What follows belongs to an exercise in optimizing a design on an open flow for small area; a production flow would make more cautious choices. Function was checked by simulation only, so behaviour that the tests miss may differ from the original. The clock input has no modelled driver; a real chip could not lean on it and would need a root buffer or a full tree. Power figures rest on the tool's default switching activity, not on a simulated workload.

// DigitalClock_12hrFormat
module DigitalClock_12hrFormat(
    input clk,
    input rst,
    input center,
    input right,
    input left,
    input up,
    input down,
    input M_00,
    input M_01,
    input M_02,
    input M_03,
    input M_10,
    input M_11,
    input M_12,
    input H_00,
    input H_01,
    input H_02,
    input H_10,
    input H_11,
    output [6:0] seg,
    output [3:0] an,
    output AMPM_indicator_led,
    output clock_mode_indicator_led,
    output Alarm1,
    output Alarm2,
    output Alarm3,
    output Alarm4,
    output Alarm5,
    input stop
);
    wire act, tgl, s60;
    wire [2:0] dmt;
    wire [3:0] dmo, ho;
    wire ht, dpm;
    reg  x;
    ticks      TK (.clk(clk), .rst(rst), .center(center), .left(left), .right(right),
                   .cm(clock_mode_indicator_led), .act(act), .tgl(tgl), .s60(s60));
    timeofday  TD (.clk(clk), .rst(rst), .act(act), .tgl(tgl), .up(up), .down(down), .s60(s60),
                   .dmt(dmt), .dmo(dmo), .dpm(dpm), .ht(ht), .ho(ho));
    scan       SC (.clk(clk), .rst(rst), .dmo(dmo), .dmt(dmt), .ho(ho), .ht(ht), .seg(seg), .an(an));
    wire match = ~H_11 & (H_10 == ht) & ({1'b0, H_02, H_01, H_00} == ho) &
                 ({M_12, M_11, M_10} == dmt) & ({M_03, M_02, M_01, M_00} == dmo);
    always @(posedge clk)
        if (rst) x <= 1'b0;
        else x <= ~stop & (x | match);
    assign AMPM_indicator_led = dpm;
    assign Alarm1 = x;
    assign Alarm2 = x;
    assign Alarm3 = x;
    assign Alarm4 = x;
    assign Alarm5 = x;
endmodule
For scale: about 290 cells after synthesis, about 52 flip-flops, roughly 38 I/O pins.
Settings: LEC_CHECK=0, CAP_MARGIN=20, CORE_MARGIN=2, CORE_UTILIZATION=40, CTS_BUF_LIST=sky130_fd_sc_hd__clkbuf_4, PLACE_DENSITY=0.6, SLEW_MARGIN=20; clock period 10.0 ns.
standard.sh (not shown) runs the stock make flow with config.mk's settings and CLKGATE_MAP_FILE= SYNTH_SCRIPT=/design/flow/synth_recipe.tcl, a recipe that flattens the netlist after the stock synthesis.
==> flow/flow/run.sh <==
#!/bin/bash
# The standard layout (standard.sh) with three changes:
#  - synthesis maps the logic for area (flow/synth.tcl, flow/area.abc);
#  - the ports get the smallest buffer cell;
#  - the clock tree uses clkbuf_8 buffers and no dummy loads, and its root
#    buffer is dropped so the clock port drives the leaf buffers (flow/clock_root.tcl).
# make's full output goes to standard.log; ORFS keeps each step's log in orfs/logs.
set -euo pipefail
here=$(pwd)
export FLOW_SYNTH_TCL="$here/synth_recipe.tcl"
export AREA_ABC_SCRIPT="$here/flow/area.abc"
bash standard.sh \
  "SYNTH_SCRIPT=$here/flow/synth.tcl" \
  "BUFFER_PORTS_ARGS=-buffer_cell sky130_fd_sc_hd__buf_1" \
  "CTS_ARGS=-sink_clustering_enable -repair_clock_nets -root_buf sky130_fd_sc_hd__clkbuf_8 -buf_list sky130_fd_sc_hd__clkbuf_8 -sink_clustering_size 40 -sink_clustering_max_diameter 300 -dont_use_dummy_load" \
  "POST_CTS_TCL=$here/flow/clock_root.tcl" \
  finish > standard.log 2>&1
==> flow/flow/area.abc <==
strash
&get -n
&deepsyn -T 20
&put
dch -f
amap
topo
==> flow/flow/synth.tcl <==
# The standard synthesis (synth_recipe.tcl), with two changes to the
# combinational mapping only: yosys does not pull half/full adders out of the
# logic before ABC, and ABC maps for area (flow/area.abc) instead of speed.
# Registers are mapped exactly as in the standard synthesis.
proc extract_fa {args} {}
proc abc {args} {
  set i [lsearch $args -script]
  if {$i >= 0} {
    lset args [expr {$i + 1}] $::env(AREA_ABC_SCRIPT)
  }
  yosys abc {*}$args
}
source $::env(FLOW_SYNTH_TCL)
Other scripts of this flow, unchanged in this note and not shown: flow/flow/clock_root.tcl
Then changed:
--- a/flow/flow/run.sh
+++ b/flow/flow/run.sh
@@ -13,5 +13,5 @@
   "SYNTH_SCRIPT=$here/flow/synth.tcl" \
   "BUFFER_PORTS_ARGS=-buffer_cell sky130_fd_sc_hd__buf_1" \
-  "CTS_ARGS=-sink_clustering_enable -repair_clock_nets -root_buf sky130_fd_sc_hd__clkbuf_8 -buf_list sky130_fd_sc_hd__clkbuf_8 -sink_clustering_size 40 -sink_clustering_max_diameter 300 -dont_use_dummy_load" \
+  "CTS_ARGS=-sink_clustering_enable -repair_clock_nets -root_buf sky130_fd_sc_hd__clkbuf_8 -buf_list sky130_fd_sc_hd__clkbuf_4 -sink_clustering_size 40 -sink_clustering_max_diameter 300 -dont_use_dummy_load" \
   "POST_CTS_TCL=$here/flow/clock_root.tcl" \
   finish > standard.log 2>&1
CORE_UTILIZATION = 70   (was 40)
CTS_BUF_LIST = not set   (was sky130_fd_sc_hd__clkbuf_4)
PLACE_DENSITY = 0.8   (was 0.6)
Outcome:
- The new run completed without violations
- worst hold slack is better by 0.0053 ns
- cell area shrinks slightly
- core utilization grows by 32 points
- worst setup slack is worse by 0.16 ns
- count of clock-buffer cells in the layout is unchanged
- non-clock buffer count shrinks by 1
- routed wire length shrinks by a few percent
- clock power grows slightly
- first-iteration DRC count grows by roughly a tenth
Then changed:
--- a/flow/flow/run.sh
+++ b/flow/flow/run.sh
@@ -13,5 +13,5 @@
   "SYNTH_SCRIPT=$here/flow/synth.tcl" \
   "BUFFER_PORTS_ARGS=-buffer_cell sky130_fd_sc_hd__buf_1" \
-  "CTS_ARGS=-sink_clustering_enable -repair_clock_nets -root_buf sky130_fd_sc_hd__clkbuf_8 -buf_list sky130_fd_sc_hd__clkbuf_4 -sink_clustering_size 40 -sink_clustering_max_diameter 300 -dont_use_dummy_load" \
+  "CTS_ARGS=-sink_clustering_enable -repair_clock_nets -root_buf sky130_fd_sc_hd__clkbuf_8 -buf_list sky130_fd_sc_hd__clkbuf_8 -sink_clustering_size 40 -sink_clustering_max_diameter 300 -dont_use_dummy_load" \
   "POST_CTS_TCL=$here/flow/clock_root.tcl" \
   finish > standard.log 2>&1
CORE_UTILIZATION = 80   (was 70)
PLACE_DENSITY = 0.9   (was 0.8)
Result:
- Now the flow stopped in 3_3_place_gp, error GPL-0301
- synthesized cell count stays the same
- area after synthesis is unchanged
Then changed:
--- a/flow/flow/run.sh
+++ b/flow/flow/run.sh
@@ -1,5 +1,6 @@
 #!/bin/bash
 # The standard layout (standard.sh) with three changes:
-#  - synthesis maps the logic for area (flow/synth.tcl, flow/area.abc);
+#  - synthesis maps the logic for area: ABC runs each flow/area_*.abc script
+#    and the smallest mapping is kept (flow/synth.tcl);
 #  - the ports get the smallest buffer cell;
 #  - the clock tree uses clkbuf_8 buffers and no dummy loads, and its root
@@ -9,5 +10,5 @@
 here=$(pwd)
 export FLOW_SYNTH_TCL="$here/synth_recipe.tcl"
-export AREA_ABC_SCRIPT="$here/flow/area.abc"
+export AREA_ABC_SCRIPTS="$(ls "$here"/flow/area_*.abc | tr '\n' ' ')"
 bash standard.sh \
   "SYNTH_SCRIPT=$here/flow/synth.tcl" \
==> flow/flow/area_a0.abc (new file) <==
strash
&get -n
&deepsyn -T 20
&put
dch -f
amap -A 10 -F 3
topo
==> flow/flow/area_a1.abc (new file) <==
strash
&get -n
&deepsyn -T 20 -S 1
&put
dch -f
amap -A 10 -F 3
topo
==> flow/flow/area_c0.abc (new file) <==
strash
&get -n
&deepsyn -T 20
&put
dch -f
amap -m
topo
==> flow/flow/area_s0.abc (new file) <==
strash
&get -n
&deepsyn -T 20
&put
dch -f
amap
topo
==> flow/flow/area_s1.abc (new file) <==
strash
&get -n
&deepsyn -T 20 -S 1
&put
dch -f
amap
topo
==> flow/flow/area_s2.abc (new file) <==
strash
&get -n
&deepsyn -T 20 -S 2
&put
dch -f
amap
topo
==> flow/flow/area_s3.abc (new file) <==
strash
&get -n
&deepsyn -T 20 -S 3
&put
dch -f
amap
topo
==> flow/flow/synth.tcl (replaced) <==
# The standard synthesis (synth_recipe.tcl), with two changes to the
# combinational mapping only: yosys does not pull half/full adders out of the
# logic before ABC, and ABC maps for area: it is run with each script in
# AREA_ABC_SCRIPTS and the mapping with the smallest cell area is kept.
# Registers are mapped exactly as in the standard synthesis.
proc extract_fa {args} {}
proc mapped_area {} {
  set lib [lindex $::env(LIB_FILES) 0]
  set rep [tee -q -s result.string stat -liberty $lib]
  if {[regexp {Chip area for module[^:]*:\s*([0-9.]+)} $rep -> a]} { return $a }
  return 1e12
}
proc abc {args} {
  set i [lsearch $args -script]
  yosys design -save pre_abc
  set best 1e12
  set n 0
  foreach script [split $::env(AREA_ABC_SCRIPTS) " "] {
    if {$script eq ""} continue
    yosys design -load pre_abc
    set a $args
    if {$i >= 0} { lset a [expr {$i + 1}] $script }
    yosys abc {*}$a
    set area [mapped_area]
    puts "area mapping with [file tail $script]: $area"
    if {$area < $best} {
      set best $area
      yosys design -save best_abc
    }
    incr n
  }
  yosys design -load best_abc
  puts "area mapping kept: $best"
}
source $::env(FLOW_SYNTH_TCL)
CORE_UTILIZATION = 40   (was 80)
CTS_BUF_LIST = sky130_fd_sc_hd__clkbuf_4   (was not set)
PLACE_DENSITY = 0.6   (was 0.9)
removed: flow/flow/area.abc
Now the flow passed the timing, design-rule and antenna checks.
Synthesized cell count is unchanged.
Synthesized area stays the same.
Then changed:
==> flow/flow/run.sh (replaced) <==
#!/bin/bash
# The standard layout (standard.sh) with three changes:
#  - synthesis maps the logic for area (flow/synth.tcl, flow/area.abc);
#  - the ports get the smallest buffer cell;
#  - the clock tree uses clkbuf_8 buffers and no dummy loads, and its root
#    buffer is dropped so the clock port drives the leaf buffers (flow/clock_root.tcl).
# make's full output goes to standard.log; ORFS keeps each step's log in orfs/logs.
set -euo pipefail
here=$(pwd)
export FLOW_SYNTH_TCL="$here/synth_recipe.tcl"
export AREA_ABC_SCRIPT="$here/flow/area.abc"
bash standard.sh \
  "SYNTH_SCRIPT=$here/flow/synth.tcl" \
  "BUFFER_PORTS_ARGS=-buffer_cell sky130_fd_sc_hd__buf_1" \
  "CTS_ARGS=-sink_clustering_enable -repair_clock_nets -root_buf sky130_fd_sc_hd__clkbuf_8 -buf_list sky130_fd_sc_hd__clkbuf_4 -sink_clustering_size 40 -sink_clustering_max_diameter 300 -dont_use_dummy_load" \
  "POST_CTS_TCL=$here/flow/clock_root.tcl" \
  finish > standard.log 2>&1
==> flow/flow/area.abc (new file) <==
strash
&get -n
&deepsyn -T 20
&put
dch -f
amap
topo
==> flow/flow/synth.tcl (replaced) <==
# The standard synthesis (synth_recipe.tcl), with two changes to the
# combinational mapping only: yosys does not pull half/full adders out of the
# logic before ABC, and ABC maps for area (flow/area.abc) instead of speed.
# Registers are mapped exactly as in the standard synthesis.
proc extract_fa {args} {}
proc abc {args} {
  set i [lsearch $args -script]
  if {$i >= 0} {
    lset args [expr {$i + 1}] $::env(AREA_ABC_SCRIPT)
  }
  yosys abc {*}$args
}
source $::env(FLOW_SYNTH_TCL)
CORE_UTILIZATION = 80   (was 40)
CTS_BUF_LIST = not set   (was sky130_fd_sc_hd__clkbuf_4)
PLACE_DENSITY = 0.9   (was 0.6)
removed: flow/flow/area_a0.abc
removed: flow/flow/area_a1.abc
removed: flow/flow/area_c0.abc
removed: flow/flow/area_s0.abc
removed: flow/flow/area_s1.abc
removed: flow/flow/area_s2.abc
removed: flow/flow/area_s3.abc
Outcome: This time the run ended with an error in 3_3_place_gp. Synthesized area is unchanged. Synthesized cell count is unchanged.
Then changed:
--- a/flow/flow/run.sh
+++ b/flow/flow/run.sh
@@ -13,5 +13,5 @@
   "SYNTH_SCRIPT=$here/flow/synth.tcl" \
   "BUFFER_PORTS_ARGS=-buffer_cell sky130_fd_sc_hd__buf_1" \
-  "CTS_ARGS=-sink_clustering_enable -repair_clock_nets -root_buf sky130_fd_sc_hd__clkbuf_8 -buf_list sky130_fd_sc_hd__clkbuf_4 -sink_clustering_size 40 -sink_clustering_max_diameter 300 -dont_use_dummy_load" \
+  "CTS_ARGS=-sink_clustering_enable -repair_clock_nets -root_buf sky130_fd_sc_hd__clkbuf_8 -buf_list sky130_fd_sc_hd__clkbuf_8 -sink_clustering_size 40 -sink_clustering_max_diameter 300 -dont_use_dummy_load" \
   "POST_CTS_TCL=$here/flow/clock_root.tcl" \
   finish > standard.log 2>&1
CORE_UTILIZATION = 75   (was 80)
PLACE_DENSITY = 0.85   (was 0.9)
Now the flow produced a clean layout.
Synthesized area is unchanged.
Synthesized cell count stays the same.

==> re-timing with driven ports <==
How much do the figures lean on ideal ports? The routed layouts below were timed once more, with nothing changed but the port constraints. Step 1: set_driving_cell puts a clkbuf_16 on clk and a buf_2 on each other input, an assumption about the parent block. Step 2 moves the port delays by t, midway between the first and last clock arrival at a register: inputs arrive t later, outputs are due t later. That takes back most of the time a late clock gives input paths. Three values: no drivers, after step 1, after step 2; two values: the first two.
run	shift t [ns]	setup WS [ns]	hold WS [ns]	slew at the worst register clock pin (ns)
the first run	0.192	6.437 / 6.393 / 6.394	0.422 / 0.422 / 0.422	0.09 / 0.09
the second run	0.197	6.275 / 6.304 / 6.108	0.428 / 0.428 / 0.428	0.10 / 0.10
the fourth run	0.192	6.437 / 6.393 / 6.394	0.422 / 0.422 / 0.422	0.09 / 0.09
the sixth run	0.200	6.163 / 6.163 / 6.111	0.413 / 0.413 / 0.413	0.11 / 0.11
After both steps every run listed still meets setup and hold. The setup slack of the second run, which loses most, moves by +0.029 ns with the drivers and by -0.167 ns with both steps.
